What follows belongs to an exercise in optimizing a design on an open flow for small area and a short achievable clock period; a production flow would make more cautious choices.
In this exercise RTL edits were held to simulation tests only and were not proved equivalent to the original.
Power is estimated from default activity; no workload was simulated.

**flow/standard.sh**
```bash
#!/bin/bash
# synth_recipe.tcl (not shown) runs the flow's synth.tcl, then flattens the netlist and writes it again
# the make line also repeats each setting of config.mk as NAME=value (left out here)
make -C /OpenROAD-flow-scripts/flow DESIGN_CONFIG=/design/flow/config.mk WORK_HOME=/design/flow/orfs CLKGATE_MAP_FILE= SYNTH_SCRIPT=/design/flow/synth_recipe.tcl "${@:-finish}"
```
**flow/tw_rom_p_8_st_1_q_8.mem**
```
00000100
FF4B00B5
FF000000
FF4BFF4B
```
**flow/flow/run.sh**
```bash
#!/bin/bash
# Standard layout, with the ports buffered by buf_2 cells instead of the
# cell buffer_ports picks by default, and a clock tree with larger sink
# clusters and no dummy loads. Each ORFS step logs under orfs/logs/.
set -euo pipefail
bash standard.sh BUFFER_PORTS_ARGS="-buffer_cell sky130_fd_sc_hd__buf_2" \
  CTS_ARGS="-sink_clustering_enable -repair_clock_nets -dont_use_dummy_load -sink_clustering_size 18 -sink_clustering_max_diameter 60 -buf_list sky130_fd_sc_hd__clkbuf_8" \
  finish > standard.log 2>&1
```
**flow/constraint.sdc**
```tcl
create_clock -name core_clock -period 6.5 [get_ports {clk}]
set_input_delay 1.3000 -clock core_clock [delete_from_list [all_inputs] [get_ports {clk}]]
set_output_delay 1.3000 -clock core_clock [all_outputs]
set_load 0.01 [all_outputs]
```
**flow/config.mk**
```make
export PLATFORM = sky130hd
export DESIGN_NAME = bfu_dif_top
export DESIGN_NICKNAME = bfu_dif_top
export VERILOG_FILES = /design/flow/design.v
export SDC_FILE = /design/flow/constraint.sdc
export NUM_CORES = 4
export LEC_CHECK = 0
export CAP_MARGIN = 20
export CORE_MARGIN = 2
export CORE_UTILIZATION = 55
export PLACE_DENSITY = 0.7
export SETUP_SLACK_MARGIN = 4.0
export SLEW_MARGIN = 20
```
**flow/design.v**
```verilog
module cmx_add (
    input [31:0] a,
    input [31:0] b,
    input sub_flag,
    output [31:0] c
  );
  wire signed [15:0] a_real = a[15:0];
  wire signed [15:0] a_img = a[31:16];
  wire signed [15:0] b_real = b[15:0];
  wire signed [15:0] b_img = b[31:16];
  wire [15:0] c_real = (sub_flag)? (a_real - b_real):
       a_real + b_real;
  wire [15:0] c_img = (sub_flag)? (a_img - b_img):
       a_img + b_img;
  assign c = {c_img, c_real};     
endmodule
module bfu_internal(
    input [31:0] a,
    input [31:0] b,
    output [31:0] c_plus,
    output [31:0] c_minus
  );
  cmx_add u0_cmx_add_plus(
    .a(a),
    .b(b),
    .sub_flag(1'h0),
    .c(c_plus)
  );
  cmx_add u1_cmx_add_minus(
    .a(a),
    .b(b),
    .sub_flag(1'h1),
    .c(c_minus)
  );
endmodule
module cmx_mult # (parameter AWIDTH = 16, BWIDTH = 16)
  (
    input clk,
    input reset_n,
    input signed [AWIDTH-1:0]      ar, ai,
    input signed [BWIDTH-1:0]      br, bi,
    output signed [AWIDTH+BWIDTH:0] pr, pi
  );
  reg signed [AWIDTH-1:0] ai_d, ai_dd, ai_ddd, ai_dddd   ;
  reg signed [AWIDTH-1:0] ar_d, ar_dd, ar_ddd, ar_dddd   ;
  reg signed [BWIDTH-1:0] bi_d, bi_dd, bi_ddd, br_d, br_dd, br_ddd ;
  reg signed [AWIDTH:0]  addcommon     ;
  reg signed [BWIDTH:0]  addr, addi     ;
  reg signed [AWIDTH+BWIDTH:0] mult0, multr, multi, pr_int, pi_int  ;
  reg signed [AWIDTH+BWIDTH:0] common, commonr1, commonr2   ;
  always @(posedge clk or negedge reset_n)
  begin
    if (!reset_n)
    begin
      ar_d   <= 'h0;
      ar_dd  <= 'h0;
      ai_d   <= 'h0;
      ai_dd  <= 'h0;
      br_d   <= 'h0;
      br_dd  <= 'h0;
      br_ddd <= 'h0;
      bi_d   <= 'h0;
      bi_dd  <= 'h0;
      bi_ddd <= 'h0;
    end
    else
    begin
      ar_d   <= ar;
      ar_dd  <= ar_d;
      ai_d   <= ai;
      ai_dd  <= ai_d;
      br_d   <= br;
      br_dd  <= br_d;
      br_ddd <= br_dd;
      bi_d   <= bi;
      bi_dd  <= bi_d;
      bi_ddd <= bi_dd;
    end
  end
  always @(posedge clk or negedge reset_n)
  begin
    if (!reset_n)
    begin
      addcommon <= 'h0;
      mult0     <= 'h0;
      common    <= 'h0;
    end
    else
    begin
      addcommon <= ar_d - ai_d;
      mult0     <= addcommon * bi_dd;
      common    <= mult0;
    end
  end
  always @(posedge clk or negedge reset_n)
  begin
    if (!reset_n)
    begin
      ar_ddd   <= 'h0;
      ar_dddd  <= 'h0;
      addr     <= 'h0;
      multr    <= 'h0;
      commonr1 <= 'h0;
      pr_int   <= 'h0;
    end
    else
    begin
      ar_ddd   <= ar_dd;
      ar_dddd  <= ar_ddd;
      addr     <= br_ddd - bi_ddd;
      multr    <= addr * ar_dddd;
      commonr1 <= common;
      pr_int   <= multr + commonr1;
    end
  end
  always @(posedge clk or negedge reset_n)
  begin
    if (!reset_n)
    begin
      ai_ddd   <= 'h0;
      ai_dddd  <= 'h0;
      addi     <= 'h0;
      multi    <= 'h0;
      commonr2 <= 'h0;
      pi_int   <= 'h0;
    end
    else
    begin
      ai_ddd   <= ai_dd;
      ai_dddd  <= ai_ddd;
      addi     <= br_ddd + bi_ddd;
      multi    <= addi * ai_dddd;
      commonr2 <= common;
      pi_int   <= multi + commonr2;
    end
  end
  assign pr = pr_int;
  assign pi = pi_int;
endmodule  
module delay_buffer #(
    parameter  BIT_WIDTH = 32,
    parameter  DELAY_STAGES = 6
  ) (
    input clk,
    input reset_n,
    input [BIT_WIDTH-1:0] buf_in,
    output [BIT_WIDTH-1:0] buf_out
  );
  reg [BIT_WIDTH-1:0] r_stages [0:DELAY_STAGES-1];
  integer  i;
  always @(posedge clk or negedge reset_n)
  begin
    if (!reset_n)
    begin
      for (i=0; i<DELAY_STAGES; i=i+1)
      begin
        r_stages[i] <= 'h0;
      end
    end
    else
    begin
      r_stages[0] <= buf_in;
      for (i=0; i<(DELAY_STAGES-1); i=i+1)
      begin
        r_stages[i+1] <= r_stages[i];
      end
    end
  end
  assign buf_out = r_stages[DELAY_STAGES-1];
endmodule
module rom_async (
	addr,
	data
);
	parameter WIDTH = 8;
	parameter DEPTH = 256;
	parameter INIT_F = "";
	localparam ADDRW = $clog2(DEPTH);
	input wire [ADDRW - 1:0] addr;
	output reg [WIDTH - 1:0] data;
	reg [WIDTH - 1:0] memory [0:DEPTH - 1];
	initial begin
		$readmemh("tw_rom_p_8_st_1_q_8.mem", memory);
	end
	always @(*) data = memory[addr];
endmodule
module tw_rom #(parameter ROM_DEPTH = 4,
                  parameter ROM_WIDTH = 32,
                  parameter ROM_FILE = "tw_rom.mem",
                  parameter A_WIDTH = $clog2(ROM_DEPTH)
                 ) (
                   input [A_WIDTH-1:0] addr,
                   output  signed [15:0] tw_real,
                   output  signed [15:0] tw_img
                 );
  rom_async #(
              .WIDTH(ROM_WIDTH),
              .DEPTH(ROM_DEPTH),
              .INIT_F(ROM_FILE)
            ) tw_rom(
              .addr(addr),
              .data({tw_img, tw_real})
            );
endmodule
module bfu_dif_top
  #(parameter  Q_POINT = 8,
    parameter  TW_ROM_DEPTH = 4,
    parameter ADDR_W = $clog2(TW_ROM_DEPTH),
    parameter TW_ROM_FILE = "tw_rom_p_8_st_1_q_8.mem")
   (
     input clk,
     input reset_n,
     input [31:0] a,
     input [31:0] b,
     input [ADDR_W-1:0] tw_addr,
     output [31:0] c_plus,
     output [31:0] c_minus
   );
  function [11:0] kmul;
    input k;
    input [3:0] n;
    begin
      kmul[0] = (k & ~n[3] & ~n[2] & ~n[1] & n[0]) | (k & ~n[3] & ~n[2] & n[1] & n[0]) | (k & ~n[3] & n[2] & ~n[1] & n[0]) | (k & ~n[3] & n[2] & n[1] & n[0]) | (k & n[3] & ~n[2] & ~n[1] & n[0]) | (k & n[3] & ~n[2] & n[1] & n[0]) | (k & n[3] & n[2] & ~n[1] & n[0]) | (k & n[3] & n[2] & n[1] & n[0]);
      kmul[1] = (k & ~n[3] & ~n[2] & n[1] & ~n[0]) | (k & ~n[3] & ~n[2] & n[1] & n[0]) | (k & ~n[3] & n[2] & n[1] & ~n[0]) | (k & ~n[3] & n[2] & n[1] & n[0]) | (k & n[3] & ~n[2] & n[1] & ~n[0]) | (k & n[3] & ~n[2] & n[1] & n[0]) | (k & n[3] & n[2] & n[1] & ~n[0]) | (k & n[3] & n[2] & n[1] & n[0]);
      kmul[2] = (k & ~n[3] & ~n[2] & ~n[1] & n[0]) | (k & ~n[3] & ~n[2] & n[1] & n[0]) | (k & ~n[3] & n[2] & ~n[1] & ~n[0]) | (k & ~n[3] & n[2] & n[1] & ~n[0]) | (k & n[3] & ~n[2] & ~n[1] & n[0]) | (k & n[3] & ~n[2] & n[1] & n[0]) | (k & n[3] & n[2] & ~n[1] & ~n[0]) | (k & n[3] & n[2] & n[1] & ~n[0]);
      kmul[3] = (k & ~n[3] & ~n[2] & n[1] & ~n[0]) | (k & ~n[3] & ~n[2] & n[1] & n[0]) | (k & ~n[3] & n[2] & ~n[1] & n[0]) | (k & ~n[3] & n[2] & n[1] & ~n[0]) | (k & n[3] & ~n[2] & ~n[1] & ~n[0]) | (k & n[3] & ~n[2] & ~n[1] & n[0]) | (k & n[3] & n[2] & ~n[1] & ~n[0]) | (k & n[3] & n[2] & n[1] & n[0]);
      kmul[4] = (k & ~n[3] & ~n[2] & ~n[1] & n[0]) | (k & ~n[3] & ~n[2] & n[1] & n[0]) | (k & ~n[3] & n[2] & ~n[1] & ~n[0]) | (k & ~n[3] & n[2] & n[1] & ~n[0]) | (k & ~n[3] & n[2] & n[1] & n[0]) | (k & n[3] & ~n[2] & ~n[1] & n[0]) | (k & n[3] & ~n[2] & n[1] & ~n[0]) | (k & n[3] & n[2] & ~n[1] & ~n[0]) | (k & n[3] & n[2] & ~n[1] & n[0]) | (k & n[3] & n[2] & n[1] & n[0]);
      kmul[5] = (k & ~n[3] & ~n[2] & ~n[1] & n[0]) | (k & ~n[3] & ~n[2] & n[1] & ~n[0]) | (k & ~n[3] & n[2] & n[1] & ~n[0]) | (k & ~n[3] & n[2] & n[1] & n[0]) | (k & n[3] & ~n[2] & ~n[1] & ~n[0]) | (k & n[3] & n[2] & ~n[1] & ~n[0]) | (k & n[3] & n[2] & ~n[1] & n[0]) | (k & n[3] & n[2] & n[1] & ~n[0]);
      kmul[6] = (k & ~n[3] & ~n[2] & n[1] & ~n[0]) | (k & ~n[3] & n[2] & ~n[1] & ~n[0]) | (k & ~n[3] & n[2] & n[1] & n[0]) | (k & n[3] & ~n[2] & ~n[1] & n[0]) | (k & n[3] & ~n[2] & n[1] & n[0]) | (k & n[3] & n[2] & ~n[1] & ~n[0]) | (k & n[3] & n[2] & n[1] & ~n[0]);
      kmul[7] = (k & ~n[3] & ~n[2] & ~n[1] & n[0]) | (k & ~n[3] & n[2] & ~n[1] & ~n[0]) | (k & ~n[3] & n[2] & ~n[1] & n[0]) | (k & ~n[3] & n[2] & n[1] & n[0]) | (k & n[3] & ~n[2] & ~n[1] & ~n[0]) | (k & n[3] & ~n[2] & n[1] & n[0]) | (k & n[3] & n[2] & n[1] & ~n[0]) | (k & n[3] & n[2] & n[1] & n[0]);
      kmul[8] = (~k & ~n[3] & ~n[2] & ~n[1] & n[0]) | (~k & ~n[3] & ~n[2] & n[1] & n[0]) | (~k & ~n[3] & n[2] & ~n[1] & n[0]) | (~k & ~n[3] & n[2] & n[1] & n[0]) | (~k & n[3] & ~n[2] & ~n[1] & n[0]) | (~k & n[3] & ~n[2] & n[1] & n[0]) | (~k & n[3] & n[2] & ~n[1] & n[0]) | (~k & n[3] & n[2] & n[1] & n[0]) | (k & ~n[3] & ~n[2] & n[1] & ~n[0]) | (k & ~n[3] & n[2] & ~n[1] & n[0]) | (k & n[3] & ~n[2] & ~n[1] & ~n[0]) | (k & n[3] & ~n[2] & n[1] & ~n[0]) | (k & n[3] & ~n[2] & n[1] & n[0]) | (k & n[3] & n[2] & ~n[1] & n[0]) | (k & n[3] & n[2] & n[1] & ~n[0]);
      kmul[9] = (~k & ~n[3] & ~n[2] & n[1] & ~n[0]) | (~k & ~n[3] & ~n[2] & n[1] & n[0]) | (~k & ~n[3] & n[2] & n[1] & ~n[0]) | (~k & ~n[3] & n[2] & n[1] & n[0]) | (~k & n[3] & ~n[2] & n[1] & ~n[0]) | (~k & n[3] & ~n[2] & n[1] & n[0]) | (~k & n[3] & n[2] & n[1] & ~n[0]) | (~k & n[3] & n[2] & n[1] & n[0]) | (k & ~n[3] & ~n[2] & n[1] & n[0]) | (k & ~n[3] & n[2] & ~n[1] & ~n[0]) | (k & ~n[3] & n[2] & ~n[1] & n[0]) | (k & n[3] & ~n[2] & ~n[1] & n[0]) | (k & n[3] & ~n[2] & n[1] & ~n[0]) | (k & n[3] & ~n[2] & n[1] & n[0]) | (k & n[3] & n[2] & n[1] & n[0]);
      kmul[10] = (~k & ~n[3] & n[2] & ~n[1] & ~n[0]) | (~k & ~n[3] & n[2] & ~n[1] & n[0]) | (~k & ~n[3] & n[2] & n[1] & ~n[0]) | (~k & ~n[3] & n[2] & n[1] & n[0]) | (~k & n[3] & n[2] & ~n[1] & ~n[0]) | (~k & n[3] & n[2] & ~n[1] & n[0]) | (~k & n[3] & n[2] & n[1] & ~n[0]) | (~k & n[3] & n[2] & n[1] & n[0]) | (k & ~n[3] & n[2] & n[1] & ~n[0]) | (k & ~n[3] & n[2] & n[1] & n[0]) | (k & n[3] & ~n[2] & ~n[1] & ~n[0]) | (k & n[3] & ~n[2] & ~n[1] & n[0]) | (k & n[3] & ~n[2] & n[1] & ~n[0]) | (k & n[3] & ~n[2] & n[1] & n[0]);
      kmul[11] = (~k & n[3] & ~n[2] & ~n[1] & ~n[0]) | (~k & n[3] & ~n[2] & ~n[1] & n[0]) | (~k & n[3] & ~n[2] & n[1] & ~n[0]) | (~k & n[3] & ~n[2] & n[1] & n[0]) | (~k & n[3] & n[2] & ~n[1] & ~n[0]) | (~k & n[3] & n[2] & ~n[1] & n[0]) | (~k & n[3] & n[2] & n[1] & ~n[0]) | (~k & n[3] & n[2] & n[1] & n[0]) | (k & n[3] & n[2] & ~n[1] & ~n[0]) | (k & n[3] & n[2] & ~n[1] & n[0]) | (k & n[3] & n[2] & n[1] & ~n[0]) | (k & n[3] & n[2] & n[1] & n[0]);
    end
  endfunction
  function [7:0] kmul_top;
    input k;
    input [1:0] n;
    begin
      kmul_top[0] = (k & ~n[1] & n[0]) | (k & n[1] & n[0]);
      kmul_top[1] = (k & n[1] & ~n[0]) | (k & n[1] & n[0]);
      kmul_top[2] = (k & ~n[1] & n[0]) | (k & n[1] & ~n[0]);
      kmul_top[3] = (k & n[1] & n[0]);
      kmul_top[4] = (k & ~n[1] & n[0]) | (k & n[1] & ~n[0]);
      kmul_top[5] = (k & ~n[1] & n[0]);
      kmul_top[6] = (k & n[1] & n[0]);
      kmul_top[7] = (k & ~n[1] & n[0]) | (k & n[1] & ~n[0]);
    end
  endfunction
  wire [8:0] srL = {1'b0, a[7:0]} + {1'b0, b[7:0]};
  wire [8:0] siL = {1'b0, a[23:16]} + {1'b0, b[23:16]};
  wire [8:0] ndL = {1'b0, b[7:0]} + {1'b0, ~a[7:0]} + {1'b1};
  wire [8:0] diL = {1'b0, a[23:16]} + {1'b0, ~b[23:16]} + {1'b1};
  reg [7:0] sr1, si1, nd1, di1;
  reg csr1, csi1, cnd1, cdi1;
  reg [7:0] arh1, aih1, brh1, bih1;
  reg r1_z2, r1_t3, r1_z0, r1_c;
  reg i1_nz0, i1_nz2, i1_nt3;
  reg k1;
  always @(posedge clk) begin
    sr1 <= srL[7:0]; si1 <= siL[7:0]; nd1 <= ndL[7:0]; di1 <= diL[7:0];
    csr1 <= srL[8]; csi1 <= siL[8]; cnd1 <= ndL[8]; cdi1 <= diL[8];
    arh1 <= a[15:8]; aih1 <= a[31:24]; brh1 <= b[15:8]; bih1 <= b[31:24];
    r1_z2 <= tw_addr == 2'd2; r1_t3 <= tw_addr == 2'd3; r1_z0 <= tw_addr == 2'd0; r1_c <= ~tw_addr[1];
    i1_nz0 <= tw_addr != 2'd0; i1_nz2 <= tw_addr != 2'd2; i1_nt3 <= tw_addr != 2'd3;
    k1 <= tw_addr[0];
  end
  wire [7:0] srH_a = arh1;
  wire [7:0] srH_b = brh1;
  wire srH_p0 = srH_a[0] ^ srH_b[0];
  wire srH_g0 = (srH_a[0] & srH_b[0]) | (csr1 & (srH_a[0] ^ srH_b[0]));
  wire srH_p1 = srH_a[1] ^ srH_b[1];
  wire srH_g1 = srH_a[1] & srH_b[1];
  wire srH_p2 = srH_a[2] ^ srH_b[2];
  wire srH_g2 = srH_a[2] & srH_b[2];
  wire srH_p3 = srH_a[3] ^ srH_b[3];
  wire srH_g3 = srH_a[3] & srH_b[3];
  wire srH_p4 = srH_a[4] ^ srH_b[4];
  wire srH_g4 = srH_a[4] & srH_b[4];
  wire srH_p5 = srH_a[5] ^ srH_b[5];
  wire srH_g5 = srH_a[5] & srH_b[5];
  wire srH_p6 = srH_a[6] ^ srH_b[6];
  wire srH_g6 = srH_a[6] & srH_b[6];
  wire srH_p7 = srH_a[7] ^ srH_b[7];
  wire srH_g7 = srH_a[7] & srH_b[7];
  wire srH_U0_1 = srH_g1 | (srH_p1 & srH_g0);
  wire srH_V0_1 = srH_p1 & srH_p0;
  wire srH_U0_3 = srH_g3 | (srH_p3 & srH_g2);
  wire srH_V0_3 = srH_p3 & srH_p2;
  wire srH_U0_5 = srH_g5 | (srH_p5 & srH_g4);
  wire srH_V0_5 = srH_p5 & srH_p4;
  wire srH_U0_7 = srH_g7 | (srH_p7 & srH_g6);
  wire srH_V0_7 = srH_p7 & srH_p6;
  wire srH_U1_3 = srH_U0_3 | (srH_V0_3 & srH_U0_1);
  wire srH_V1_3 = srH_V0_3 & srH_V0_1;
  wire srH_U1_7 = srH_U0_7 | (srH_V0_7 & srH_U0_5);
  wire srH_V1_7 = srH_V0_7 & srH_V0_5;
  wire srH_U2_7 = srH_U1_7 | (srH_V1_7 & srH_U1_3);
  wire srH_V2_7 = srH_V1_7 & srH_V1_3;
  wire srH_D4_5 = srH_U0_5 | (srH_V0_5 & srH_U1_3);
  wire srH_E4_5 = srH_V0_5 & srH_V1_3;
  wire srH_D5_2 = srH_g2 | (srH_p2 & srH_U0_1);
  wire srH_E5_2 = srH_p2 & srH_V0_1;
  wire srH_D5_4 = srH_g4 | (srH_p4 & srH_U1_3);
  wire srH_E5_4 = srH_p4 & srH_V1_3;
  wire srH_D5_6 = srH_g6 | (srH_p6 & srH_D4_5);
  wire srH_E5_6 = srH_p6 & srH_E4_5;
  wire srH_s0 = srH_p0 ^ csr1;
  wire srH_s1 = srH_p1 ^ srH_g0;
  wire srH_s2 = srH_p2 ^ srH_U0_1;
  wire srH_s3 = srH_p3 ^ srH_D5_2;
  wire srH_s4 = srH_p4 ^ srH_U1_3;
  wire srH_s5 = srH_p5 ^ srH_D5_4;
  wire srH_s6 = srH_p6 ^ srH_D4_5;
  wire srH_s7 = srH_p7 ^ srH_D5_6;
  wire [7:0] srH = {srH_s7, srH_s6, srH_s5, srH_s4, srH_s3, srH_s2, srH_s1, srH_s0};
  wire srH_co = srH_U2_7;
  wire [7:0] siH_a = aih1;
  wire [7:0] siH_b = bih1;
  wire siH_p0 = siH_a[0] ^ siH_b[0];
  wire siH_g0 = (siH_a[0] & siH_b[0]) | (csi1 & (siH_a[0] ^ siH_b[0]));
  wire siH_p1 = siH_a[1] ^ siH_b[1];
  wire siH_g1 = siH_a[1] & siH_b[1];
  wire siH_p2 = siH_a[2] ^ siH_b[2];
  wire siH_g2 = siH_a[2] & siH_b[2];
  wire siH_p3 = siH_a[3] ^ siH_b[3];
  wire siH_g3 = siH_a[3] & siH_b[3];
  wire siH_p4 = siH_a[4] ^ siH_b[4];
  wire siH_g4 = siH_a[4] & siH_b[4];
  wire siH_p5 = siH_a[5] ^ siH_b[5];
  wire siH_g5 = siH_a[5] & siH_b[5];
  wire siH_p6 = siH_a[6] ^ siH_b[6];
  wire siH_g6 = siH_a[6] & siH_b[6];
  wire siH_p7 = siH_a[7] ^ siH_b[7];
  wire siH_g7 = siH_a[7] & siH_b[7];
  wire siH_U0_1 = siH_g1 | (siH_p1 & siH_g0);
  wire siH_V0_1 = siH_p1 & siH_p0;
  wire siH_U0_3 = siH_g3 | (siH_p3 & siH_g2);
  wire siH_V0_3 = siH_p3 & siH_p2;
  wire siH_U0_5 = siH_g5 | (siH_p5 & siH_g4);
  wire siH_V0_5 = siH_p5 & siH_p4;
  wire siH_U0_7 = siH_g7 | (siH_p7 & siH_g6);
  wire siH_V0_7 = siH_p7 & siH_p6;
  wire siH_U1_3 = siH_U0_3 | (siH_V0_3 & siH_U0_1);
  wire siH_V1_3 = siH_V0_3 & siH_V0_1;
  wire siH_U1_7 = siH_U0_7 | (siH_V0_7 & siH_U0_5);
  wire siH_V1_7 = siH_V0_7 & siH_V0_5;
  wire siH_U2_7 = siH_U1_7 | (siH_V1_7 & siH_U1_3);
  wire siH_V2_7 = siH_V1_7 & siH_V1_3;
  wire siH_D4_5 = siH_U0_5 | (siH_V0_5 & siH_U1_3);
  wire siH_E4_5 = siH_V0_5 & siH_V1_3;
  wire siH_D5_2 = siH_g2 | (siH_p2 & siH_U0_1);
  wire siH_E5_2 = siH_p2 & siH_V0_1;
  wire siH_D5_4 = siH_g4 | (siH_p4 & siH_U1_3);
  wire siH_E5_4 = siH_p4 & siH_V1_3;
  wire siH_D5_6 = siH_g6 | (siH_p6 & siH_D4_5);
  wire siH_E5_6 = siH_p6 & siH_E4_5;
  wire siH_s0 = siH_p0 ^ csi1;
  wire siH_s1 = siH_p1 ^ siH_g0;
  wire siH_s2 = siH_p2 ^ siH_U0_1;
  wire siH_s3 = siH_p3 ^ siH_D5_2;
  wire siH_s4 = siH_p4 ^ siH_U1_3;
  wire siH_s5 = siH_p5 ^ siH_D5_4;
  wire siH_s6 = siH_p6 ^ siH_D4_5;
  wire siH_s7 = siH_p7 ^ siH_D5_6;
  wire [7:0] siH = {siH_s7, siH_s6, siH_s5, siH_s4, siH_s3, siH_s2, siH_s1, siH_s0};
  wire siH_co = siH_U2_7;
  wire [7:0] ndH_a = brh1;
  wire [7:0] ndH_b = ~arh1;
  wire ndH_p0 = ndH_a[0] ^ ndH_b[0];
  wire ndH_g0 = (ndH_a[0] & ndH_b[0]) | (cnd1 & (ndH_a[0] ^ ndH_b[0]));
  wire ndH_p1 = ndH_a[1] ^ ndH_b[1];
  wire ndH_g1 = ndH_a[1] & ndH_b[1];
  wire ndH_p2 = ndH_a[2] ^ ndH_b[2];
  wire ndH_g2 = ndH_a[2] & ndH_b[2];
  wire ndH_p3 = ndH_a[3] ^ ndH_b[3];
  wire ndH_g3 = ndH_a[3] & ndH_b[3];
  wire ndH_p4 = ndH_a[4] ^ ndH_b[4];
  wire ndH_g4 = ndH_a[4] & ndH_b[4];
  wire ndH_p5 = ndH_a[5] ^ ndH_b[5];
  wire ndH_g5 = ndH_a[5] & ndH_b[5];
  wire ndH_p6 = ndH_a[6] ^ ndH_b[6];
  wire ndH_g6 = ndH_a[6] & ndH_b[6];
  wire ndH_p7 = ndH_a[7] ^ ndH_b[7];
  wire ndH_g7 = ndH_a[7] & ndH_b[7];
  wire ndH_U0_1 = ndH_g1 | (ndH_p1 & ndH_g0);
  wire ndH_V0_1 = ndH_p1 & ndH_p0;
  wire ndH_U0_3 = ndH_g3 | (ndH_p3 & ndH_g2);
  wire ndH_V0_3 = ndH_p3 & ndH_p2;
  wire ndH_U0_5 = ndH_g5 | (ndH_p5 & ndH_g4);
  wire ndH_V0_5 = ndH_p5 & ndH_p4;
  wire ndH_U0_7 = ndH_g7 | (ndH_p7 & ndH_g6);
  wire ndH_V0_7 = ndH_p7 & ndH_p6;
  wire ndH_U1_3 = ndH_U0_3 | (ndH_V0_3 & ndH_U0_1);
  wire ndH_V1_3 = ndH_V0_3 & ndH_V0_1;
  wire ndH_U1_7 = ndH_U0_7 | (ndH_V0_7 & ndH_U0_5);
  wire ndH_V1_7 = ndH_V0_7 & ndH_V0_5;
  wire ndH_U2_7 = ndH_U1_7 | (ndH_V1_7 & ndH_U1_3);
  wire ndH_V2_7 = ndH_V1_7 & ndH_V1_3;
  wire ndH_D4_5 = ndH_U0_5 | (ndH_V0_5 & ndH_U1_3);
  wire ndH_E4_5 = ndH_V0_5 & ndH_V1_3;
  wire ndH_D5_2 = ndH_g2 | (ndH_p2 & ndH_U0_1);
  wire ndH_E5_2 = ndH_p2 & ndH_V0_1;
  wire ndH_D5_4 = ndH_g4 | (ndH_p4 & ndH_U1_3);
  wire ndH_E5_4 = ndH_p4 & ndH_V1_3;
  wire ndH_D5_6 = ndH_g6 | (ndH_p6 & ndH_D4_5);
  wire ndH_E5_6 = ndH_p6 & ndH_E4_5;
  wire ndH_s0 = ndH_p0 ^ cnd1;
  wire ndH_s1 = ndH_p1 ^ ndH_g0;
  wire ndH_s2 = ndH_p2 ^ ndH_U0_1;
  wire ndH_s3 = ndH_p3 ^ ndH_D5_2;
  wire ndH_s4 = ndH_p4 ^ ndH_U1_3;
  wire ndH_s5 = ndH_p5 ^ ndH_D5_4;
  wire ndH_s6 = ndH_p6 ^ ndH_D4_5;
  wire ndH_s7 = ndH_p7 ^ ndH_D5_6;
  wire [7:0] ndH = {ndH_s7, ndH_s6, ndH_s5, ndH_s4, ndH_s3, ndH_s2, ndH_s1, ndH_s0};
  wire ndH_co = ndH_U2_7;
  wire [7:0] diH_a = aih1;
  wire [7:0] diH_b = ~bih1;
  wire diH_p0 = diH_a[0] ^ diH_b[0];
  wire diH_g0 = (diH_a[0] & diH_b[0]) | (cdi1 & (diH_a[0] ^ diH_b[0]));
  wire diH_p1 = diH_a[1] ^ diH_b[1];
  wire diH_g1 = diH_a[1] & diH_b[1];
  wire diH_p2 = diH_a[2] ^ diH_b[2];
  wire diH_g2 = diH_a[2] & diH_b[2];
  wire diH_p3 = diH_a[3] ^ diH_b[3];
  wire diH_g3 = diH_a[3] & diH_b[3];
  wire diH_p4 = diH_a[4] ^ diH_b[4];
  wire diH_g4 = diH_a[4] & diH_b[4];
  wire diH_p5 = diH_a[5] ^ diH_b[5];
  wire diH_g5 = diH_a[5] & diH_b[5];
  wire diH_p6 = diH_a[6] ^ diH_b[6];
  wire diH_g6 = diH_a[6] & diH_b[6];
  wire diH_p7 = diH_a[7] ^ diH_b[7];
  wire diH_g7 = diH_a[7] & diH_b[7];
  wire diH_U0_1 = diH_g1 | (diH_p1 & diH_g0);
  wire diH_V0_1 = diH_p1 & diH_p0;
  wire diH_U0_3 = diH_g3 | (diH_p3 & diH_g2);
  wire diH_V0_3 = diH_p3 & diH_p2;
  wire diH_U0_5 = diH_g5 | (diH_p5 & diH_g4);
  wire diH_V0_5 = diH_p5 & diH_p4;
  wire diH_U0_7 = diH_g7 | (diH_p7 & diH_g6);
  wire diH_V0_7 = diH_p7 & diH_p6;
  wire diH_U1_3 = diH_U0_3 | (diH_V0_3 & diH_U0_1);
  wire diH_V1_3 = diH_V0_3 & diH_V0_1;
  wire diH_U1_7 = diH_U0_7 | (diH_V0_7 & diH_U0_5);
  wire diH_V1_7 = diH_V0_7 & diH_V0_5;
  wire diH_U2_7 = diH_U1_7 | (diH_V1_7 & diH_U1_3);
  wire diH_V2_7 = diH_V1_7 & diH_V1_3;
  wire diH_D4_5 = diH_U0_5 | (diH_V0_5 & diH_U1_3);
  wire diH_E4_5 = diH_V0_5 & diH_V1_3;
  wire diH_D5_2 = diH_g2 | (diH_p2 & diH_U0_1);
  wire diH_E5_2 = diH_p2 & diH_V0_1;
  wire diH_D5_4 = diH_g4 | (diH_p4 & diH_U1_3);
  wire diH_E5_4 = diH_p4 & diH_V1_3;
  wire diH_D5_6 = diH_g6 | (diH_p6 & diH_D4_5);
  wire diH_E5_6 = diH_p6 & diH_E4_5;
  wire diH_s0 = diH_p0 ^ cdi1;
  wire diH_s1 = diH_p1 ^ diH_g0;
  wire diH_s2 = diH_p2 ^ diH_U0_1;
  wire diH_s3 = diH_p3 ^ diH_D5_2;
  wire diH_s4 = diH_p4 ^ diH_U1_3;
  wire diH_s5 = diH_p5 ^ diH_D5_4;
  wire diH_s6 = diH_p6 ^ diH_D4_5;
  wire diH_s7 = diH_p7 ^ diH_D5_6;
  wire [7:0] diH = {diH_s7, diH_s6, diH_s5, diH_s4, diH_s3, diH_s2, diH_s1, diH_s0};
  wire diH_co = diH_U2_7;
  wire [7:0] xrL = r1_z2 ? 8'd0 : (r1_t3 ? nd1 : ~nd1);
  wire [7:0] yrL = r1_z0 ? 8'd0 : di1;
  wire [7:0] xiL = i1_nz0 ? nd1 : 8'd0;
  wire [7:0] yiL = i1_nz2 ? (i1_nt3 ? di1 : ~di1) : 8'd0;
  wire [8:0] urL = {1'b0, xrL} + {1'b0, yrL} + {r1_c};
  wire [8:0] uiL = {1'b0, xiL} + {1'b0, yiL} + {~i1_nt3};
  reg [31:0] p2;
  reg [7:0] ndh2, dih2, url2, uil2;
  reg cur2, cui2, ndz2;
  reg r2_z2, r2_t3, r2_z0;
  reg i2_nz0, i2_nz2, i2_nt3;
  reg k2, nk2;
  always @(posedge clk) begin
    p2 <= {siH, si1, srH, sr1};
    ndh2 <= ndH; dih2 <= diH;
    url2 <= urL[7:0]; uil2 <= uiL[7:0]; cur2 <= urL[8]; cui2 <= uiL[8];
    ndz2 <= nd1 != 8'd0;
    r2_z2 <= r1_z2; r2_t3 <= r1_t3; r2_z0 <= r1_z0;
    i2_nz0 <= i1_nz0; i2_nz2 <= i1_nz2; i2_nt3 <= i1_nt3;
    k2 <= k1; nk2 <= ~k1;
  end
  wire nd_neg = ndh2[7] & (ndh2[6:0] != 7'd0 | ndz2);
  wire [9:0] ndxH = {{2{nd_neg}}, ndh2};
  wire [9:0] dixH = {{2{dih2[7]}}, dih2};
  wire [9:0] xrH = r2_z2 ? 10'd0 : (r2_t3 ? ndxH : ~ndxH);
  wire [9:0] yrH = r2_z0 ? 10'd0 : dixH;
  wire [9:0] xiH = i2_nz0 ? ndxH : 10'd0;
  wire [9:0] yiH = i2_nz2 ? (i2_nt3 ? dixH : ~dixH) : 10'd0;
  wire [10:0] urH = {1'b0, xrH} + {1'b0, yrH} + {cur2};
  wire [10:0] uiH = {1'b0, xiH} + {1'b0, yiH} + {cui2};
  wire [11:0] rlo_t0 = kmul(k2, url2[3:0]), rlo_t1 = kmul(k2, url2[7:4]);
  wire [11:0] ilo_t0 = kmul(~nk2, uil2[3:0]), ilo_t1 = kmul(~nk2, uil2[7:4]);
  wire [4:0] rlo_c = {1'b0, rlo_t0[7:4]} + {1'b0, rlo_t1[3:0]};
  wire [4:0] ilo_c = {1'b0, ilo_t0[7:4]} + {1'b0, ilo_t1[3:0]};
  reg [31:0] p3;
  reg [9:0] urh3, uih3;
  reg [3:0] rt03, it03;
  reg [7:0] rt13, it13;
  reg rqc3, iqc3;
  reg k3, nk3;
  always @(posedge clk) begin
    p3 <= p2;
    urh3 <= urH[9:0]; uih3 <= uiH[9:0];
    rt03 <= rlo_t0[11:8]; rt13 <= rlo_t1[11:4];
    it03 <= ilo_t0[11:8]; it13 <= ilo_t1[11:4];
    rqc3 <= rlo_c[4]; iqc3 <= ilo_c[4];
    k3 <= k2; nk3 <= nk2;
  end
  wire [11:0] rx2 = kmul(k3, urh3[3:0]), rx3 = kmul(k3, urh3[7:4]);
  wire [8:0] rxa = {1'b0, rx2[7:0]} + {1'b0, {rx3[3:0], 4'd0}};
  wire [7:0] rxv = rxa[7:0];
  wire rxco = rxa[8];
  wire [11:0] ix2 = kmul(~nk3, uih3[3:0]), ix3 = kmul(~nk3, uih3[7:4]);
  wire [8:0] ixa = {1'b0, ix2[7:0]} + {1'b0, {ix3[3:0], 4'd0}};
  wire [7:0] ixv = ixa[7:0];
  wire ixco = ixa[8];
  wire [7:0] rqa_a = rt13;
  wire [7:0] rqa_b = {4'd0, rt03};
  wire rqa_p0 = rqa_a[0] ^ rqa_b[0];
  wire rqa_g0 = (rqa_a[0] & rqa_b[0]) | (rqc3 & (rqa_a[0] ^ rqa_b[0]));
  wire rqa_p1 = rqa_a[1] ^ rqa_b[1];
  wire rqa_g1 = rqa_a[1] & rqa_b[1];
  wire rqa_p2 = rqa_a[2] ^ rqa_b[2];
  wire rqa_g2 = rqa_a[2] & rqa_b[2];
  wire rqa_p3 = rqa_a[3] ^ rqa_b[3];
  wire rqa_g3 = rqa_a[3] & rqa_b[3];
  wire rqa_p4 = rqa_a[4] ^ rqa_b[4];
  wire rqa_g4 = rqa_a[4] & rqa_b[4];
  wire rqa_p5 = rqa_a[5] ^ rqa_b[5];
  wire rqa_g5 = rqa_a[5] & rqa_b[5];
  wire rqa_p6 = rqa_a[6] ^ rqa_b[6];
  wire rqa_g6 = rqa_a[6] & rqa_b[6];
  wire rqa_p7 = rqa_a[7] ^ rqa_b[7];
  wire rqa_g7 = rqa_a[7] & rqa_b[7];
  wire rqa_U0_1 = rqa_g1 | (rqa_p1 & rqa_g0);
  wire rqa_V0_1 = rqa_p1 & rqa_p0;
  wire rqa_U0_3 = rqa_g3 | (rqa_p3 & rqa_g2);
  wire rqa_V0_3 = rqa_p3 & rqa_p2;
  wire rqa_U0_5 = rqa_g5 | (rqa_p5 & rqa_g4);
  wire rqa_V0_5 = rqa_p5 & rqa_p4;
  wire rqa_U0_7 = rqa_g7 | (rqa_p7 & rqa_g6);
  wire rqa_V0_7 = rqa_p7 & rqa_p6;
  wire rqa_U1_3 = rqa_U0_3 | (rqa_V0_3 & rqa_U0_1);
  wire rqa_V1_3 = rqa_V0_3 & rqa_V0_1;
  wire rqa_U1_7 = rqa_U0_7 | (rqa_V0_7 & rqa_U0_5);
  wire rqa_V1_7 = rqa_V0_7 & rqa_V0_5;
  wire rqa_U2_7 = rqa_U1_7 | (rqa_V1_7 & rqa_U1_3);
  wire rqa_V2_7 = rqa_V1_7 & rqa_V1_3;
  wire rqa_D4_5 = rqa_U0_5 | (rqa_V0_5 & rqa_U1_3);
  wire rqa_E4_5 = rqa_V0_5 & rqa_V1_3;
  wire rqa_D5_2 = rqa_g2 | (rqa_p2 & rqa_U0_1);
  wire rqa_E5_2 = rqa_p2 & rqa_V0_1;
  wire rqa_D5_4 = rqa_g4 | (rqa_p4 & rqa_U1_3);
  wire rqa_E5_4 = rqa_p4 & rqa_V1_3;
  wire rqa_D5_6 = rqa_g6 | (rqa_p6 & rqa_D4_5);
  wire rqa_E5_6 = rqa_p6 & rqa_E4_5;
  wire rqa_s0 = rqa_p0 ^ rqc3;
  wire rqa_s1 = rqa_p1 ^ rqa_g0;
  wire rqa_s2 = rqa_p2 ^ rqa_U0_1;
  wire rqa_s3 = rqa_p3 ^ rqa_D5_2;
  wire rqa_s4 = rqa_p4 ^ rqa_U1_3;
  wire rqa_s5 = rqa_p5 ^ rqa_D5_4;
  wire rqa_s6 = rqa_p6 ^ rqa_D4_5;
  wire rqa_s7 = rqa_p7 ^ rqa_D5_6;
  wire [7:0] rqa = {rqa_s7, rqa_s6, rqa_s5, rqa_s4, rqa_s3, rqa_s2, rqa_s1, rqa_s0};
  wire rqa_co = rqa_U2_7;
  wire [7:0] iqa_a = it13;
  wire [7:0] iqa_b = {4'd0, it03};
  wire iqa_p0 = iqa_a[0] ^ iqa_b[0];
  wire iqa_g0 = (iqa_a[0] & iqa_b[0]) | (iqc3 & (iqa_a[0] ^ iqa_b[0]));
  wire iqa_p1 = iqa_a[1] ^ iqa_b[1];
  wire iqa_g1 = iqa_a[1] & iqa_b[1];
  wire iqa_p2 = iqa_a[2] ^ iqa_b[2];
  wire iqa_g2 = iqa_a[2] & iqa_b[2];
  wire iqa_p3 = iqa_a[3] ^ iqa_b[3];
  wire iqa_g3 = iqa_a[3] & iqa_b[3];
  wire iqa_p4 = iqa_a[4] ^ iqa_b[4];
  wire iqa_g4 = iqa_a[4] & iqa_b[4];
  wire iqa_p5 = iqa_a[5] ^ iqa_b[5];
  wire iqa_g5 = iqa_a[5] & iqa_b[5];
  wire iqa_p6 = iqa_a[6] ^ iqa_b[6];
  wire iqa_g6 = iqa_a[6] & iqa_b[6];
  wire iqa_p7 = iqa_a[7] ^ iqa_b[7];
  wire iqa_g7 = iqa_a[7] & iqa_b[7];
  wire iqa_U0_1 = iqa_g1 | (iqa_p1 & iqa_g0);
  wire iqa_V0_1 = iqa_p1 & iqa_p0;
  wire iqa_U0_3 = iqa_g3 | (iqa_p3 & iqa_g2);
  wire iqa_V0_3 = iqa_p3 & iqa_p2;
  wire iqa_U0_5 = iqa_g5 | (iqa_p5 & iqa_g4);
  wire iqa_V0_5 = iqa_p5 & iqa_p4;
  wire iqa_U0_7 = iqa_g7 | (iqa_p7 & iqa_g6);
  wire iqa_V0_7 = iqa_p7 & iqa_p6;
  wire iqa_U1_3 = iqa_U0_3 | (iqa_V0_3 & iqa_U0_1);
  wire iqa_V1_3 = iqa_V0_3 & iqa_V0_1;
  wire iqa_U1_7 = iqa_U0_7 | (iqa_V0_7 & iqa_U0_5);
  wire iqa_V1_7 = iqa_V0_7 & iqa_V0_5;
  wire iqa_U2_7 = iqa_U1_7 | (iqa_V1_7 & iqa_U1_3);
  wire iqa_V2_7 = iqa_V1_7 & iqa_V1_3;
  wire iqa_D4_5 = iqa_U0_5 | (iqa_V0_5 & iqa_U1_3);
  wire iqa_E4_5 = iqa_V0_5 & iqa_V1_3;
  wire iqa_D5_2 = iqa_g2 | (iqa_p2 & iqa_U0_1);
  wire iqa_E5_2 = iqa_p2 & iqa_V0_1;
  wire iqa_D5_4 = iqa_g4 | (iqa_p4 & iqa_U1_3);
  wire iqa_E5_4 = iqa_p4 & iqa_V1_3;
  wire iqa_D5_6 = iqa_g6 | (iqa_p6 & iqa_D4_5);
  wire iqa_E5_6 = iqa_p6 & iqa_E4_5;
  wire iqa_s0 = iqa_p0 ^ iqc3;
  wire iqa_s1 = iqa_p1 ^ iqa_g0;
  wire iqa_s2 = iqa_p2 ^ iqa_U0_1;
  wire iqa_s3 = iqa_p3 ^ iqa_D5_2;
  wire iqa_s4 = iqa_p4 ^ iqa_U1_3;
  wire iqa_s5 = iqa_p5 ^ iqa_D5_4;
  wire iqa_s6 = iqa_p6 ^ iqa_D4_5;
  wire iqa_s7 = iqa_p7 ^ iqa_D5_6;
  wire [7:0] iqa = {iqa_s7, iqa_s6, iqa_s5, iqa_s4, iqa_s3, iqa_s2, iqa_s1, iqa_s0};
  wire iqa_co = iqa_U2_7;
  reg [31:0] p4;
  reg [9:0] urh4, uih4;
  reg [7:0] rq4, iq4, rx4, ix4;
  reg rxc4, ixc4;
  reg k4, nk4;
  always @(posedge clk) begin
    p4 <= p3;
    urh4 <= urh3; uih4 <= uih3;
    rq4 <= rqa; iq4 <= iqa;
    rx4 <= rxv; ix4 <= ixv; rxc4 <= rxco; ixc4 <= ixco;
    k4 <= k3; nk4 <= nk3;
  end
  wire [11:0] rT2 = kmul(k4, urh4[3:0]), rT3 = kmul(k4, urh4[7:4]);
  wire [7:0] rT4 = kmul_top(k4, urh4[9:8]);
  wire [8:0] rsb = {1'b0, rq4} + {1'b0, rx4};
  wire [7:0] rsbv = rsb[7:0];
  wire rcba = rsb[8], rcbb = rxc4;
  wire rc_cs0 = rT2[8] ^ rT3[4] ^ rT4[0];
  wire rc_cc0 = (rT2[8] & rT3[4]) | (rT2[8] & rT4[0]) | (rT3[4] & rT4[0]);
  wire rc_cs1 = rT2[9] ^ rT3[5] ^ rT4[1];
  wire rc_cc1 = (rT2[9] & rT3[5]) | (rT2[9] & rT4[1]) | (rT3[5] & rT4[1]);
  wire rc_cs2 = rT2[10] ^ rT3[6] ^ rT4[2];
  wire rc_cc2 = (rT2[10] & rT3[6]) | (rT2[10] & rT4[2]) | (rT3[6] & rT4[2]);
  wire rc_cs3 = rT2[11] ^ rT3[7] ^ rT4[3];
  wire rc_cc3 = (rT2[11] & rT3[7]) | (rT2[11] & rT4[3]) | (rT3[7] & rT4[3]);
  wire rc_cs4 = 1'b0 ^ rT3[8] ^ rT4[4];
  wire rc_cc4 = (1'b0 & rT3[8]) | (1'b0 & rT4[4]) | (rT3[8] & rT4[4]);
  wire rc_cs5 = 1'b0 ^ rT3[9] ^ rT4[5];
  wire rc_cc5 = (1'b0 & rT3[9]) | (1'b0 & rT4[5]) | (rT3[9] & rT4[5]);
  wire rc_cs6 = 1'b0 ^ rT3[10] ^ rT4[6];
  wire rc_cc6 = (1'b0 & rT3[10]) | (1'b0 & rT4[6]) | (rT3[10] & rT4[6]);
  wire rc_cs7 = 1'b0 ^ rT3[11] ^ rT4[7];
  wire rc_cc7 = (1'b0 & rT3[11]) | (1'b0 & rT4[7]) | (rT3[11] & rT4[7]);
  wire [7:0] rcS = {rc_cs7, rc_cs6, rc_cs5, rc_cs4, rc_cs3, rc_cs2, rc_cs1, rc_cs0};
  wire [6:0] rcC = {rc_cc6, rc_cc5, rc_cc4, rc_cc3, rc_cc2, rc_cc1, rc_cc0};
  wire [11:0] iT2 = kmul(~nk4, uih4[3:0]), iT3 = kmul(~nk4, uih4[7:4]);
  wire [7:0] iT4 = kmul_top(~nk4, uih4[9:8]);
  wire [8:0] isb = {1'b0, iq4} + {1'b0, ix4};
  wire [7:0] isbv = isb[7:0];
  wire icba = isb[8], icbb = ixc4;
  wire ic_cs0 = iT2[8] ^ iT3[4] ^ iT4[0];
  wire ic_cc0 = (iT2[8] & iT3[4]) | (iT2[8] & iT4[0]) | (iT3[4] & iT4[0]);
  wire ic_cs1 = iT2[9] ^ iT3[5] ^ iT4[1];
  wire ic_cc1 = (iT2[9] & iT3[5]) | (iT2[9] & iT4[1]) | (iT3[5] & iT4[1]);
  wire ic_cs2 = iT2[10] ^ iT3[6] ^ iT4[2];
  wire ic_cc2 = (iT2[10] & iT3[6]) | (iT2[10] & iT4[2]) | (iT3[6] & iT4[2]);
  wire ic_cs3 = iT2[11] ^ iT3[7] ^ iT4[3];
  wire ic_cc3 = (iT2[11] & iT3[7]) | (iT2[11] & iT4[3]) | (iT3[7] & iT4[3]);
  wire ic_cs4 = 1'b0 ^ iT3[8] ^ iT4[4];
  wire ic_cc4 = (1'b0 & iT3[8]) | (1'b0 & iT4[4]) | (iT3[8] & iT4[4]);
  wire ic_cs5 = 1'b0 ^ iT3[9] ^ iT4[5];
  wire ic_cc5 = (1'b0 & iT3[9]) | (1'b0 & iT4[5]) | (iT3[9] & iT4[5]);
  wire ic_cs6 = 1'b0 ^ iT3[10] ^ iT4[6];
  wire ic_cc6 = (1'b0 & iT3[10]) | (1'b0 & iT4[6]) | (iT3[10] & iT4[6]);
  wire ic_cs7 = 1'b0 ^ iT3[11] ^ iT4[7];
  wire ic_cc7 = (1'b0 & iT3[11]) | (1'b0 & iT4[7]) | (iT3[11] & iT4[7]);
  wire [7:0] icS = {ic_cs7, ic_cs6, ic_cs5, ic_cs4, ic_cs3, ic_cs2, ic_cs1, ic_cs0};
  wire [6:0] icC = {ic_cc6, ic_cc5, ic_cc4, ic_cc3, ic_cc2, ic_cc1, ic_cc0};
  reg [31:0] p5;
  reg [7:0] rb5, ib5, rs5, is5;
  reg [6:0] rk5, ik5;
  reg rc5a, rc5b, ic5a, ic5b;
  always @(posedge clk) begin
    p5 <= p4;
    rb5 <= rsbv; ib5 <= isbv; rs5 <= rcS; is5 <= icS; rk5 <= rcC; ik5 <= icC;
    rc5a <= rcba; rc5b <= rcbb; ic5a <= icba; ic5b <= icbb;
  end
  wire [7:0] rfin_a = rs5;
  wire [7:0] rfin_b = {rk5, rc5a};
  wire rfin_p0 = rfin_a[0] ^ rfin_b[0];
  wire rfin_g0 = (rfin_a[0] & rfin_b[0]) | (rc5b & (rfin_a[0] ^ rfin_b[0]));
  wire rfin_p1 = rfin_a[1] ^ rfin_b[1];
  wire rfin_g1 = rfin_a[1] & rfin_b[1];
  wire rfin_p2 = rfin_a[2] ^ rfin_b[2];
  wire rfin_g2 = rfin_a[2] & rfin_b[2];
  wire rfin_p3 = rfin_a[3] ^ rfin_b[3];
  wire rfin_g3 = rfin_a[3] & rfin_b[3];
  wire rfin_p4 = rfin_a[4] ^ rfin_b[4];
  wire rfin_g4 = rfin_a[4] & rfin_b[4];
  wire rfin_p5 = rfin_a[5] ^ rfin_b[5];
  wire rfin_g5 = rfin_a[5] & rfin_b[5];
  wire rfin_p6 = rfin_a[6] ^ rfin_b[6];
  wire rfin_g6 = rfin_a[6] & rfin_b[6];
  wire rfin_p7 = rfin_a[7] ^ rfin_b[7];
  wire rfin_g7 = rfin_a[7] & rfin_b[7];
  wire rfin_U0_1 = rfin_g1 | (rfin_p1 & rfin_g0);
  wire rfin_V0_1 = rfin_p1 & rfin_p0;
  wire rfin_U0_3 = rfin_g3 | (rfin_p3 & rfin_g2);
  wire rfin_V0_3 = rfin_p3 & rfin_p2;
  wire rfin_U0_5 = rfin_g5 | (rfin_p5 & rfin_g4);
  wire rfin_V0_5 = rfin_p5 & rfin_p4;
  wire rfin_U0_7 = rfin_g7 | (rfin_p7 & rfin_g6);
  wire rfin_V0_7 = rfin_p7 & rfin_p6;
  wire rfin_U1_3 = rfin_U0_3 | (rfin_V0_3 & rfin_U0_1);
  wire rfin_V1_3 = rfin_V0_3 & rfin_V0_1;
  wire rfin_U1_7 = rfin_U0_7 | (rfin_V0_7 & rfin_U0_5);
  wire rfin_V1_7 = rfin_V0_7 & rfin_V0_5;
  wire rfin_U2_7 = rfin_U1_7 | (rfin_V1_7 & rfin_U1_3);
  wire rfin_V2_7 = rfin_V1_7 & rfin_V1_3;
  wire rfin_D4_5 = rfin_U0_5 | (rfin_V0_5 & rfin_U1_3);
  wire rfin_E4_5 = rfin_V0_5 & rfin_V1_3;
  wire rfin_D5_2 = rfin_g2 | (rfin_p2 & rfin_U0_1);
  wire rfin_E5_2 = rfin_p2 & rfin_V0_1;
  wire rfin_D5_4 = rfin_g4 | (rfin_p4 & rfin_U1_3);
  wire rfin_E5_4 = rfin_p4 & rfin_V1_3;
  wire rfin_D5_6 = rfin_g6 | (rfin_p6 & rfin_D4_5);
  wire rfin_E5_6 = rfin_p6 & rfin_E4_5;
  wire rfin_s0 = rfin_p0 ^ rc5b;
  wire rfin_s1 = rfin_p1 ^ rfin_g0;
  wire rfin_s2 = rfin_p2 ^ rfin_U0_1;
  wire rfin_s3 = rfin_p3 ^ rfin_D5_2;
  wire rfin_s4 = rfin_p4 ^ rfin_U1_3;
  wire rfin_s5 = rfin_p5 ^ rfin_D5_4;
  wire rfin_s6 = rfin_p6 ^ rfin_D4_5;
  wire rfin_s7 = rfin_p7 ^ rfin_D5_6;
  wire [7:0] rfin = {rfin_s7, rfin_s6, rfin_s5, rfin_s4, rfin_s3, rfin_s2, rfin_s1, rfin_s0};
  wire rfin_co = rfin_U2_7;
  wire [7:0] ifin_a = is5;
  wire [7:0] ifin_b = {ik5, ic5a};
  wire ifin_p0 = ifin_a[0] ^ ifin_b[0];
  wire ifin_g0 = (ifin_a[0] & ifin_b[0]) | (ic5b & (ifin_a[0] ^ ifin_b[0]));
  wire ifin_p1 = ifin_a[1] ^ ifin_b[1];
  wire ifin_g1 = ifin_a[1] & ifin_b[1];
  wire ifin_p2 = ifin_a[2] ^ ifin_b[2];
  wire ifin_g2 = ifin_a[2] & ifin_b[2];
  wire ifin_p3 = ifin_a[3] ^ ifin_b[3];
  wire ifin_g3 = ifin_a[3] & ifin_b[3];
  wire ifin_p4 = ifin_a[4] ^ ifin_b[4];
  wire ifin_g4 = ifin_a[4] & ifin_b[4];
  wire ifin_p5 = ifin_a[5] ^ ifin_b[5];
  wire ifin_g5 = ifin_a[5] & ifin_b[5];
  wire ifin_p6 = ifin_a[6] ^ ifin_b[6];
  wire ifin_g6 = ifin_a[6] & ifin_b[6];
  wire ifin_p7 = ifin_a[7] ^ ifin_b[7];
  wire ifin_g7 = ifin_a[7] & ifin_b[7];
  wire ifin_U0_1 = ifin_g1 | (ifin_p1 & ifin_g0);
  wire ifin_V0_1 = ifin_p1 & ifin_p0;
  wire ifin_U0_3 = ifin_g3 | (ifin_p3 & ifin_g2);
  wire ifin_V0_3 = ifin_p3 & ifin_p2;
  wire ifin_U0_5 = ifin_g5 | (ifin_p5 & ifin_g4);
  wire ifin_V0_5 = ifin_p5 & ifin_p4;
  wire ifin_U0_7 = ifin_g7 | (ifin_p7 & ifin_g6);
  wire ifin_V0_7 = ifin_p7 & ifin_p6;
  wire ifin_U1_3 = ifin_U0_3 | (ifin_V0_3 & ifin_U0_1);
  wire ifin_V1_3 = ifin_V0_3 & ifin_V0_1;
  wire ifin_U1_7 = ifin_U0_7 | (ifin_V0_7 & ifin_U0_5);
  wire ifin_V1_7 = ifin_V0_7 & ifin_V0_5;
  wire ifin_U2_7 = ifin_U1_7 | (ifin_V1_7 & ifin_U1_3);
  wire ifin_V2_7 = ifin_V1_7 & ifin_V1_3;
  wire ifin_D4_5 = ifin_U0_5 | (ifin_V0_5 & ifin_U1_3);
  wire ifin_E4_5 = ifin_V0_5 & ifin_V1_3;
  wire ifin_D5_2 = ifin_g2 | (ifin_p2 & ifin_U0_1);
  wire ifin_E5_2 = ifin_p2 & ifin_V0_1;
  wire ifin_D5_4 = ifin_g4 | (ifin_p4 & ifin_U1_3);
  wire ifin_E5_4 = ifin_p4 & ifin_V1_3;
  wire ifin_D5_6 = ifin_g6 | (ifin_p6 & ifin_D4_5);
  wire ifin_E5_6 = ifin_p6 & ifin_E4_5;
  wire ifin_s0 = ifin_p0 ^ ic5b;
  wire ifin_s1 = ifin_p1 ^ ifin_g0;
  wire ifin_s2 = ifin_p2 ^ ifin_U0_1;
  wire ifin_s3 = ifin_p3 ^ ifin_D5_2;
  wire ifin_s4 = ifin_p4 ^ ifin_U1_3;
  wire ifin_s5 = ifin_p5 ^ ifin_D5_4;
  wire ifin_s6 = ifin_p6 ^ ifin_D4_5;
  wire ifin_s7 = ifin_p7 ^ ifin_D5_6;
  wire [7:0] ifin = {ifin_s7, ifin_s6, ifin_s5, ifin_s4, ifin_s3, ifin_s2, ifin_s1, ifin_s0};
  wire ifin_co = ifin_U2_7;
  reg [31:0] p6, m6;
  always @(posedge clk) begin
    p6 <= p5;
    m6 <= {ifin, ib5, rfin, rb5};
  end
  assign c_plus = p6;
  assign c_minus = m6;
endmodule
```
==> results.json, run 1 <==
{
  "pwr_density_cell_nw_per_um2": 446,
  "ir_drop_v": 0.000206,
  "async_reset_ff_frac": 0,
  "synthesis.nets": 1954,
  "cts_tree": "yes",
  "start_util": 0.556,
  "slowest_stage": "fa_2",
  "skew_ps": 62.3,
  "startpoint_type": "input port",
  "routed_wl_mm": 28.0,
  "place_congestion": 0.863,
  "root_buffer": "clkbuf_8",
  "nets": 2076,
  "critPathArrivalTime_ps": 2800,
  "hold_buffers": 0,
  "cts_max_path_buffers": 3,
  "whs_ps": 301,
  "clock_latency_ps": 570,
  "layout_worst_path_cycle_share": 0.367,
  "yosysWarningCount": 1,
  "dp_hpwl_mm": 21.1,
  "syn_area_per_cell_um2": 10.6,
  "grt_pass1_vias": 10500,
  "synth_edf_count": 0,
  "io_pins": 132,
  "cp_slowest_stage_delay_ps": 340,
  "cp_data_required_time_ps": 6920,
  "cp_cell_sequence": "buf_2 -> ha_1 -> inv_1 -> fa_2 -> o21bai_1 -> a21oi_1 -> o21bai_1 -> a21oi_1 -> xor2_1",
  "wl_per_cell_um": 12.4,
  "clk_pin_slew_ps": 110,
  "antenna_found_initial": 2,
  "hp-class": "reg2reg",
  "dr.pass1.iters": 5,
  "maxCapViolations": 0,
  "final-setup-viol-count": 0,
  "synth.distinct_cells": 58,
  "core_region_area_um2": 32500,
  "syn2layout_area_growth_pct": 9.14,
  "dieArea_um2": 34300,
  "drtAntennaViolNets": 0,
  "status": "timing/DRC/antenna clean",
  "cts_buffers": 35,
  "syn_inst": 1696,
  "grt_overflow": 0,
  "die_y_um": 185,
  "synth_top_flop_cell": "dfxtp_1",
  "r2r_start": "i1_nt3",
  "cp-end-kind": "register",
  "hold_start": "sr1[5]",
  "htree_levels": 2,
  "drv_slew": 0,
  "synth-seq-cells": 463,
  "via_per_inst": 4.88,
  "synth_area_um2": 18000,
  "rsz0062_at_grt": "true",
  "pre_cts_slack_ps": 3560,
  "period_needed_ps": 2380,
  "relSlewSlack": 0.504,
  "crit_buf_inv": 2,
  "grt_max_degree": 22,
  "path_class": "in2reg",
  "finalHoldViolCount": 0,
  "drive_gt1_frac": 0.117,
  "leakagePower_nw": 9.09,
  "drtIter0Drc": 529,
  "worst_pin_slew_ps": 726,
  "num_rows": 66,
  "fmax_mhz": 420,
  "grt_pass1_wl_mm": 47.2,
  "setup_ws_ps": 4120,
  "port_buffers": 130,
  "die_w_um": 185,
  "yosysSeqAreaShare": 0.514,
  "drc": 0,
  "cp_max_fo": 2,
  "crit_path_start": "b[0]",
  "grtUsageTotal": 0.166,
  "setup_tns_ps": 0,
  "clock_sinks": 463,
  "critical_path.top_delay_family": "adder cells",
  "num_vias": 11000
}
where the power goes:
| part | switching, mW | internal, mW | total (mW) |
|---|---|---|---|
| clock | 0.803 | 0.486 | 1.29 |
| combinational | 1.56 | 1.51 | 3.08 |
| sequential | 0.631 | 3.79 | 4.42 |
| total | 3.00 | 5.79 | 8.79 |
final cells by class:
type	instances	area, um2
inverters	143	562
fillers	2659	12800
multi-input cells	1039	8120
diodes	1	2.50
well taps	442	553
repair buffers	136	696
flip-flops and latches	463	9280
clock buffers	35	482
cells in the final DEF (no fill, tap or decap), types with 51 or more instances in the layout:
| cell type | instances |
|---|---|
| dfxtp_1 | 459 |
| inv_1 | 138 |
| buf_2 | 130 |
| ha_1 | 125 |
| nor2_1 | 110 |
| a21oi_1 | 94 |
| xnor2_1 | 90 |
| nand2_1 | 77 |
| o21ai_0 | 63 |
| nor2b_1 | 58 |
| xor2_1 | 56 |
| fa_1 | 51 |
cell usage after synthesis (2+ instances only):
master	n	area share
a21boi_0	2	0.00083
o21a_1	8	0.0033
nor4_1	7	0.0024
o2111ai_1	4	0.0019
a211o_1	5	0.0024
or2_2	11	0.0038
o211a_1	3	0.0017
o21ai_1	2	0.00055
and2b_1	2	0.00083
mux2i_1	2	0.0011
a211oi_1	16	0.0067
a22o_1	5	0.0024
or3_1	8	0.0028
nor2b_1	58	0.020
xor2_1	56	0.027
o211ai_1	5	0.0021
clkbuf_1	25	0.0052
nand3b_1	3	0.0012
a21o_1	27	0.011
nand2_1	77	0.016
nand3_1	7	0.0019
a2111oi_0	4	0.0019
o21ai_0	64	0.018
and3_1	10	0.0035
a31oi_1	10	0.0035
a21oi_1	96	0.027
o31ai_1	2	0.00083
and2_1	50	0.017
buf_2	21	0.0058
buf_1	3	0.00062
o22ai_1	5	0.0017
o21bai_1	16	0.0067
fa_1	60	0.067
and3b_1	2	0.00097
nand2b_1	30	0.010
inv_1	143	0.030
nand4_1	6	0.0021
nor2_1	110	0.023
dfxtp_1	463	0.51
xnor2_1	91	0.044
ha_1	130	0.090
nor3_1	31	0.0086
per-layer routing:
metal / global-route usage / wire [um] / part of all wire
met3: 0.0370 / 1380 / 0.049
met2: 0.281 / 13000 / 0.46
met1: 0.214 / 13000 / 0.47
met4: 0.0486 / 567 / 0.020
met5: 0 / 13 / 0.00046
repair_timing:
| action | CTS | global route |
|---|---|---|
| buffers inserted | 0 | 6 |
| gates resized for setup | 5 | 11 |
| setup endpoints to repair | 5 | 12 |
| pin swaps | 0 | 4 |
| endpoints found under the hold margin | 0 | 0 |
through the flow:
step                      utilization  cell area [um2]  total power [mW]  std cells
after floorplan                     -            18200              6.78       1696
after global placement          0.589            19100              7.42       2217
after detailed placement        0.589            19100              7.57       2217
after CTS                       0.605            19600              8.88       2252
after global routing            0.607            19700              9.57       2259
final                           0.607            19700              8.79       2259
worst register-to-register path, cell delays in order, from the launching register on:
cell and delay (ps):
dfxtp_4 390, xnor2_1 130, and2_1 170, fa_2 360
fa_2 360, a21o_1 180, a21oi_2 170, o21ai_1 120
nor4_2 230, nor3_1 90
logic make-up (layout without fill, tap and decap cells):
logic type                 count (synthesis)  in the layout  synth area share
xor gates and xnor gates                 147            147            0.0713
adders and majority gates                190            190             0.157
DFF                                      463            463             0.514
buffers and inverters                    194            314            0.0423
and+or+nand+nor                          415            415             0.116
muxes                                      3              3           0.00173
other                                      0              1                 0
AOI/OAI and AO/OA                        284            284            0.0982
worst paths after layout:
| check | endpoint | slack (ps) | cells after the start |
|---|---|---|---|
| max | sr1[6] | 4120 | 9 |
| min reg2reg | p2[5] | 300 | 0 |
| max reg2reg | cui2 | 4130 | 9 |
| min | p2[5] | 300 | 0 |
flip-flops by register name (all words and copies together), names as in the netlist, 10 cells and up:
signal	count
p5	32
urh4	10
m6	32
p3	32
uih3	10
p4	32
p6	32
uih4	10
urh3	10
p2	32
==> run 2, diff against run 1 <==
--- a/flow/config.mk
+++ b/flow/config.mk
@@ -8,6 +8,6 @@
 export CAP_MARGIN = 20
 export CORE_MARGIN = 2
-export CORE_UTILIZATION = 55
-export PLACE_DENSITY = 0.7
-export SETUP_SLACK_MARGIN = 4.0
+export CORE_UTILIZATION = 40
+export SETUP_SLACK_MARGIN = 4.1
 export SLEW_MARGIN = 20
+export TNS_END_PERCENT = 10
==> run 2 against run 1 <==
Combinational power up 1%. Final cell count up 7.1%. Largest cell class unchanged. Fmax down 0.48%. Worst setup slack worse by 12 ps. Total power up 2.5%. Sequential share of layout area down 0.69 points. Critical path depth down 8. Critical endpoint is now c_plus[22]. Hold slack worse by 19 ps. Utilization down 16 points.
==> results.json, run 2 <==
{
  "grt_pass1_wl_mm": 51.8,
  "fin_cells": 2420,
  "n_antenna_cell": 0,
  "final_area_um2": 20000,
  "final-setup-viol-count": 0,
  "setup_tns_ps": 0,
  "cts_buffers": 43,
  "skew_ps": 94.6,
  "synthesis.nets": 1954,
  "root_buffer": "clkbuf_8",
  "yosysWarningCount": 1,
  "cp_cell_sequence": "buf_2",
  "synth_area_um2": 18000,
  "syn2layout_area_growth_pct": 10.8,
  "cp-end-kind": "primary output",
  "start_util": 0.406,
  "place_congestion": 0.793,
  "dp.cells": 2367,
  "grtUsageTotal": 0.133,
  "period_needed_ps": 2400,
  "layout_worst_path_cycle_share": 0.368,
  "worst_pin_slew_ps": 684,
  "ys_top_cells_by_area": "dfxtp_1 51%, ha_1 9.0%, fa_1 6.7%, xnor2_1 4.4%, inv_1 3.0%",
  "ir_drop_v": 0.000219,
  "hp-class": "reg2reg",
  "die_w_um": 216,
  "synth_top_area_cell": "dfxtp_1",
  "core_region_area_um2": 44400,
  "num_vias": 11000,
  "syn_inst": 1696,
  "fmax_mhz": 418,
  "leakagePower_nw": 9.17,
  "cp_max_fo": 1,
  "critical_path.top_delay_family": "flip-flops",
  "dr.pass1.iters": 4,
  "final_common_cell": "dfxtp_1",
  "clk_pin_slew_ps": 100,
  "cp_slowest_stage_delay_ps": 320,
  "clock_latency_ps": 630,
  "antenna_found_initial": 2,
  "async_reset_ff_frac": 0,
  "port_buffers": 130,
  "relSlewSlack": 0.532,
  "rsz0062_at_grt": "true",
  "num_rows": 77,
  "io_pins": 132,
  "drive_gt1_frac": 0.127,
  "drtIter0Drc": 401,
  "synth-seq-cells": 463,
  "status": "timing/DRC/antenna clean",
  "htree_levels": 2,
  "placed_cell_area_um2": 19300,
  "grt_overflow": 0,
  "pwr_density_cell_nw_per_um2": 450,
  "yosysMostFrequentCell": "dfxtp_1",
  "synth_edf_count": 0,
  "yosysSeqAreaShare": 0.514,
  "fin_util": 0.450,
  "die_y_um": 216,
  "maxCapViolations": 0,
  "most-common-layout-cells": "454 x dfxtp_1, 137 x inv_1, 129 x buf_2",
  "cts_max_path_buffers": 3,
  "critPathArrivalTime_ps": 1100,
  "grt_max_degree": 22,
  "routed_wl_mm": 30.6,
  "finalHoldViolCount": 0,
  "clock_sinks": 463,
  "grt_pass1_vias": 11100,
  "startpoint_type": "register",
  "synth.distinct_cells": 58,
  "crit_buf_inv": 1,
  "synthTopCellsByCount": "463 x dfxtp_1, 143 x inv_1, 130 x ha_1",
  "slowest_stage": "dfxtp_1",
  "drv_slew": 0,
  "syn_area_per_cell_um2": 10.6,
  "path_class": "reg2out",
  "synth_top_flop_cell": "dfxtp_1",
  "drc": 0,
  "cts_tree": "yes",
  "synth.top_cell.area_share": 0.514,
  "drtAntennaViolNets": 0,
  "wl_per_cell_um": 12.6,
  "via_per_inst": 4.56,
  "cp_data_required_time_ps": 5200,
  "dp_hpwl_mm": 23.1,
  "dieArea_um2": 46800,
  "nets": 2088
}
==> run 2: power by group <==
part | total [mW] | leakage [nW] | switching [mW] | internal [mW]
clock network | 1.45 | 0.309 | 0.858 | 0.589
registers | 4.44 | 3.90 | 0.642 | 3.80
logic | 3.12 | 4.96 | 1.60 | 1.52
total | 9.01 | 9.17 | 3.10 | 5.91
==> run 2: what timing repair did <==
item,CTS,global route
hold buffers,0,0
hold endpoints to repair,0,0
gates cloned,0,0
pin swaps,0,13
gates resized for setup,9,22
buffers inserted,0,10
setup endpoints to repair,41,47
==> run 2: path summary, 6_finish.rpt <==
path,start,slack [ps],cells after the start,endpoint
max,p6[22],4100,1,c_plus[22]
min,p2[21],280,0,p3[21]
max reg2reg,rs5[0],4100,11,m6[15]
min reg2reg,p2[21],280,0,p3[21]
==> run 2: stage by stage <==
stage / power (mW) / setup WS [ps] / hold WS (ps)
after floorplan: 6.77 / 3960 / 310
after CTS: 9.15 / 4000 / 274
after global placement: 7.53 / 3670 / 310
final: 9.01 / 4100 / 282
after detailed placement: 7.64 / 3640 / 312
after global routing: 9.85 / 3990 / 273
==> run 2: metal layers <==
metal	routed length (um)	up-vias	track usage
met3	1440	59	0.0302
met2	14300	164	0.222
met5	27	-	0
li1	-	5760	-
met4	752	4	0.0516
met1	14000	5056	0.168
==> run 2: cells by family (layout without fill, tap and decap cells) <==
family / count (synthesis) / count (layout) / share of synthesized area
xor+xnor: 147 / 147 / 0.0713
fa+ha+maj: 190 / 190 / 0.157
buf+inv: 194 / 326 / 0.0423
mux: 3 / 3 / 0.00173
flops: 463 / 463 / 0.514
simple gates: 415 / 415 / 0.116
compound gates: 284 / 284 / 0.0982
==> run 2: final cells by class <==
type | count | area, um2
inverter | 143 | 547
timing repair buffer | 140 | 732
tap | 592 | 741
sequential | 463 | 9290
multi-input combinational | 1039 | 8110
fill | 4186 | 24400
clock buffer | 43 | 592

## what the ideal ports hide
In the flow no input, the clock included, has a driving cell. The finished layouts below were timed again as built, in two steps.
Step 1, drivers: a clkbuf_16 drives clk and a buf_2 each remaining input, both assumed.
Step 2 also shifts input and output timing later by t, the mid clock arrival at the registers, as if the neighbouring blocks saw the same clock.
Slacks: no drivers / after step 1 / after step 2; pairs: no drivers / after step 1.
run | t (ns) | slack for setup (ns)
run 1 | 0.583 | 4.117 / 4.126 / 3.557
run 2 | 0.627 | 4.105 / 4.057 / 3.680
After both steps every run listed still meets setup and hold.
